Source: an optimization exercise on an open RTL-to-GDS flow (aim: small area). Production flows keep margins and buffers that such runs may drop. At most, simulation tests tie the RTL to the original design; equivalence was not proved. Power is estimated from default activity; no workload was simulated.

## before
==> module rv16_core, before the edit <==
module rv16_core (
    input         clk,
    input         rst,
    output [15:0] imem_addr,
    input  [31:0] imem_rdata,
    output [15:0] dmem_addr,
    output [15:0] dmem_wdata,
    output        dmem_we,
    output        dmem_re,
    input  [15:0] dmem_rdata
);
    wire [31:0] i = imem_rdata;
    wire [4:0]  rd  = i[11:7];
    wire [2:0]  f3  = i[14:12];
    wire [4:0]  rs1 = i[19:15];
    wire [4:0]  rs2 = i[24:20];
    wire op_r   = i[6:0] == 7'b0110011;
    wire op_i   = i[6:0] == 7'b0010011;
    wire op_ld  = i[6:0] == 7'b0000011;
    wire op_st  = i[6:0] == 7'b0100011;
    wire op_br  = i[6:0] == 7'b1100011;
    wire op_jal = i[6:0] == 7'b1101111;
    wire jal_p = i[2];                       
    wire rb_p  = (i[5] & i[4]) | (i[6] & ~i[2]);   
    wire s_p   = i[5];                       
    wire ri_p  = i[4];                       
    wire ld_p  = ~i[4] & ~i[2];              
    reg  [15:1] pc;
    reg  [15:0] rf [1:31];
    wire [15:0] a, b;
    wire [31:1] sel_a0, sel_a1, sel_b0, sel_b1, we0, we1;
    wire [3:0] lo_a_n, lo_b_n, lo_w_n;
    wire [7:0] hi_a_n, hi_b_n, hi_w_n;
    wire       wen;
    genvar gk, gj;
    generate
        for (gk = 0; gk < 4; gk = gk + 1) begin : pdl
            assign lo_a_n[gk] = ~(rs1[1:0] == gk);
            assign lo_b_n[gk] = ~(rs2[1:0] == gk);
            assign lo_w_n[gk] = ~(rd[1:0] == gk);
        end
        for (gk = 0; gk < 8; gk = gk + 1) begin : pdh
            assign hi_a_n[gk] = ~(rs1[4:2] == gk && !jal_p);
            assign hi_b_n[gk] = ~(rs2[4:2] == gk);
            assign hi_w_n[gk] = ~(rd[4:2] == gk && wen);
        end
        for (gk = 1; gk < 32; gk = gk + 1) begin : dec
            c_nor2 ua0 (.a(hi_a_n[gk/4]), .b(lo_a_n[gk%4]), .y(sel_a0[gk]));
            c_nor2 ua1 (.a(hi_a_n[gk/4]), .b(lo_a_n[gk%4]), .y(sel_a1[gk]));
            c_nor2 ub0 (.a(hi_b_n[gk/4]), .b(lo_b_n[gk%4]), .y(sel_b0[gk]));
            c_nor2 ub1 (.a(hi_b_n[gk/4]), .b(lo_b_n[gk%4]), .y(sel_b1[gk]));
            c_nor2 uw0 (.a(hi_w_n[gk/4]), .b(lo_w_n[gk%4]), .y(we0[gk]));
            c_nor2 uw1 (.a(hi_w_n[gk/4]), .b(lo_w_n[gk%4]), .y(we1[gk]));
        end
        for (gj = 0; gj < 16; gj = gj + 1) begin : rbit
            wire [31:0] col_a, col_b;
            assign col_a[0] = 1'b0;
            assign col_b[0] = 1'b0;
            for (gk = 1; gk < 32; gk = gk + 1) begin : c
                assign col_a[gk] = rf[gk][gj];
                assign col_b[gk] = rf[gk][gj];
            end
            wire [31:0] da = {col_a[31:1], gj == 0 ? 1'b0 : pc[gj]};
            wire [31:0] sa = {gj < 8 ? sel_a0 : sel_a1, jal_p};
            rf_read_bit ua (.sel(sa), .d(da), .y(a[gj]));
            rf_read_bit31 ub (.sel(gj < 8 ? sel_b0 : sel_b1), .d(col_b[31:1]), .y(b[gj]));
        end
    endgenerate
    wire [15:0] imm_i = {{4{i[31]}}, i[31:20]};
    wire [15:0] imm_s = {{4{i[31]}}, i[31:25], i[11:7]};
    wire [15:0] imm_b = {{4{i[31]}}, i[7], i[30:25], i[11:8], 1'b0};
    wire [15:0] imm_j = {i[15:12], i[20], i[30:21], 1'b0};
    wire [15:0] opb = jal_p ? 16'd4 :
                      rb_p  ? b :
                      s_p   ? imm_s : imm_i;
    wire        arith = op_r | op_i;
    wire        sub   = ri_p & f3[0] & ~f3[1];
    wire [15:0] sum, wd, wd2;
    wire        eq;
    wire        nl = ~ld_p;
    alu u_alu (
        .a(a), .b(opb), .sub(sub),
        .s_sum(nl & (jal_p | (f3[2:1] == 2'b00))),
        .s_g  (nl & !jal_p && (f3 == 3'd2 || f3 == 3'd3)),
        .s_p  (nl & !jal_p && (f3 == 3'd3 || f3 == 3'd4)),
        .s_ltu(nl & !jal_p && f3 == 3'd5),
        .ld(ld_p), .ld_data(dmem_rdata),
        .sum(sum), .wd(wd), .wd2(wd2), .eq(eq)
    );
    wire        taken  = op_jal | (op_br & (eq ^ f3[0]));
    wire [15:1] offs   = taken ? (jal_p ? imm_j[15:1] : imm_b[15:1]) : 15'd2;
    wire [15:1] pc_nxt;
    pc_add u_pc_add (.pc(pc), .offs(offs), .sum(pc_nxt));
    assign      wen = (arith | op_ld | op_jal) & ~rst;
    integer k;
    always @(posedge clk) begin
        for (k = 1; k < 32; k = k + 1) begin
            if (we0[k]) rf[k][7:0]  <= k < 16 ? wd[7:0]  : wd2[7:0];
            if (we1[k]) rf[k][15:8] <= k < 16 ? wd[15:8] : wd2[15:8];
        end
        pc <= rst ? 15'd0 : pc_nxt;
    end
    assign imem_addr  = {pc, 1'b0};
    assign dmem_addr  = sum;
    assign dmem_wdata = b;
    assign dmem_we    = op_st;
    assign dmem_re    = op_ld;
endmodule
export LEC_CHECK = 0
export CAP_MARGIN = 20
export CORE_MARGIN = 2
export CORE_UTILIZATION = 50
export CTS_CLUSTER_DIAMETER = 100
export CTS_CLUSTER_SIZE = 30
export SLEW_MARGIN = 20
export SYNTH_HIERARCHICAL = 1
export SYNTH_MINIMUM_KEEP_SIZE = 0
create_clock -name core_clock -period 11.0 [get_ports {clk}]
standard.sh (not shown) runs the stock make flow with config.mk's settings and CLKGATE_MAP_FILE= SYNTH_SCRIPT=/design/flow/synth_recipe.tcl, a recipe that flattens the netlist after the stock synthesis.
==> flow/flow/run.sh <==
#!/bin/bash
# The standard layout, with the smallest buffer on the ports.
set -euo pipefail
bash standard.sh BUFFER_PORTS_ARGS="-buffer_cell sky130_fd_sc_hd__buf_1" finish > make.log 2>&1
The inputs of after differ from those of before as listed below.
-- flow/design.v --
<<< before, line 155
    wire op_br  = i[6:0] == 7'b1100011;
    wire op_jal = i[6:0] == 7'b1101111;
    wire jal_p = i[2];                       
    wire rb_p  = (i[5] & i[4]) | (i[6] & ~i[2]);   
    wire s_p   = i[5];                       
    wire ri_p  = i[4];                       
    wire ld_p  = ~i[4] & ~i[2];              
    reg  [15:1] pc;
    reg  [15:0] rf [1:31];
>>> after, line 155
    wire op_br  = i[6:0] == 7'b1100011;
    wire op_jal = i[6:0] == 7'b1101111;
    reg  [15:1] pc;
    reg  [15:0] rf [1:31];
<<< before, line 175
        end
        for (gk = 0; gk < 8; gk = gk + 1) begin : pdh
            assign hi_a_n[gk] = ~(rs1[4:2] == gk && !jal_p);
            assign hi_b_n[gk] = ~(rs2[4:2] == gk);
            assign hi_w_n[gk] = ~(rd[4:2] == gk && wen);
>>> after, line 170
        end
        for (gk = 0; gk < 8; gk = gk + 1) begin : pdh
            assign hi_a_n[gk] = ~(rs1[4:2] == gk && !op_jal);
            assign hi_b_n[gk] = ~(rs2[4:2] == gk);
            assign hi_w_n[gk] = ~(rd[4:2] == gk && wen);
<<< before, line 196
            end
            wire [31:0] da = {col_a[31:1], gj == 0 ? 1'b0 : pc[gj]};
            wire [31:0] sa = {gj < 8 ? sel_a0 : sel_a1, jal_p};
            rf_read_bit ua (.sel(sa), .d(da), .y(a[gj]));
            rf_read_bit31 ub (.sel(gj < 8 ? sel_b0 : sel_b1), .d(col_b[31:1]), .y(b[gj]));
>>> after, line 191
            end
            wire [31:0] da = {col_a[31:1], gj == 0 ? 1'b0 : pc[gj]};
            wire [31:0] sa = {gj < 8 ? sel_a0 : sel_a1, op_jal};
            rf_read_bit ua (.sel(sa), .d(da), .y(a[gj]));
            rf_read_bit31 ub (.sel(gj < 8 ? sel_b0 : sel_b1), .d(col_b[31:1]), .y(b[gj]));
<<< before, line 205
    wire [15:0] imm_b = {{4{i[31]}}, i[7], i[30:25], i[11:8], 1'b0};
    wire [15:0] imm_j = {i[15:12], i[20], i[30:21], 1'b0};
    wire [15:0] opb = jal_p ? 16'd4 :
                      rb_p  ? b :
                      s_p   ? imm_s : imm_i;
    wire        arith = op_r | op_i;
    wire        sub   = ri_p & f3[0] & ~f3[1];
    wire [15:0] sum, wd, wd2;
    wire        eq;
    wire        nl = ~ld_p;
    alu u_alu (
        .a(a), .b(opb), .sub(sub),
        .s_sum(nl & (jal_p | (f3[2:1] == 2'b00))),
        .s_g  (nl & !jal_p && (f3 == 3'd2 || f3 == 3'd3)),
        .s_p  (nl & !jal_p && (f3 == 3'd3 || f3 == 3'd4)),
        .s_ltu(nl & !jal_p && f3 == 3'd5),
        .ld(ld_p), .ld_data(dmem_rdata),
        .sum(sum), .wd(wd), .wd2(wd2), .eq(eq)
    );
    wire        taken  = op_jal | (op_br & (eq ^ f3[0]));
    wire [15:1] offs   = taken ? (jal_p ? imm_j[15:1] : imm_b[15:1]) : 15'd2;
    wire [15:1] pc_nxt;
    pc_add u_pc_add (.pc(pc), .offs(offs), .sum(pc_nxt));
>>> after, line 200
    wire [15:0] imm_b = {{4{i[31]}}, i[7], i[30:25], i[11:8], 1'b0};
    wire [15:0] imm_j = {i[15:12], i[20], i[30:21], 1'b0};
    wire [15:0] opb = (op_r | op_br) ? b :
                      op_st  ? imm_s :
                      op_jal ? 16'd4 : imm_i;
    wire        arith = op_r | op_i;
    wire        sub   = arith & f3[0] & ~f3[1];
    wire [15:0] sum, wd, wd2;
    wire        eq;
    wire        nl = ~op_ld;
    alu u_alu (
        .a(a), .b(opb), .sub(sub),
        .s_sum(nl & (op_jal | (f3[2:1] == 2'b00))),
        .s_g  (nl & !op_jal && (f3 == 3'd2 || f3 == 3'd3)),
        .s_p  (nl & !op_jal && (f3 == 3'd3 || f3 == 3'd4)),
        .s_ltu(nl & !op_jal && f3 == 3'd5),
        .ld(op_ld), .ld_data(dmem_rdata),
        .sum(sum), .wd(wd), .wd2(wd2), .eq(eq)
    );
    wire        taken  = op_jal | (op_br & (eq ^ f3[0]));
    wire [15:1] offs   = taken ? (op_jal ? imm_j[15:1] : imm_b[15:1]) : 15'd2;
    wire [15:1] pc_nxt;
    pc_add u_pc_add (.pc(pc), .offs(offs), .sum(pc_nxt));
Notes after the runs:
after was carried through to the last stage, and its layout satisfied the timing, design-rule and antenna checks. Power share of the clock group delta for after relative to before: 0.3 points higher. after ends up with lower total power than before does. The die area reported for after is smaller than that of before by about 0.6%. Higher fraction of met2 tracks used by global routing was reported by before, not after. after has first-pass GRT wire length below what before had. Changes observed in after relative to before: post-route fraction of the period consumed by the critical path +1.2 points; combinational power decreased by 12% relative to the old numbers; area growth from synthesis to layout climbed 0.37 points; count of buffer and inverter cells on the critical path flat. Initial antenna violation count for after: 5 up relative to before. On complex-gate fraction of the synthesized area, before and after are neck and neck. Taking before as the reference, in after time the final worst path needs with I/O delays and setup rose 140 ps; utilization after layout rose 0.68 points; wire length fell about 2.2%.
Function not checked in before: the RTL went through the layout flow alone.

==> static timing again, ports no longer ideal <==
How much do the figures lean on ideal ports? The routed layouts below were timed once more, with nothing changed but the port constraints. Step 1, drivers: a clkbuf_16 drives clk and a buf_2 each remaining input, both assumed. Step 2 moves the port delays by t, midway between the first and last clock arrival at a register: inputs arrive t later, outputs are due t later. That takes back most of the time a late clock gives input paths. a / b / c = no drivers / after step 1 / after step 2; a / b = the first two.
run | t, ns | setup slack, ns | worst setup path after step 2 | worst slew at a driven data input, ns
before | 0.642 | 0.523 / 0.497 / 0.497 | input to output | 0.07
after | 0.646 | 0.386 / 0.359 / 0.359 | input to output | 0.07
After both steps setup and hold are still met in every run listed. The setup slack of after, which loses most, moves by -0.027 ns with the drivers and by -0.027 ns with both steps.
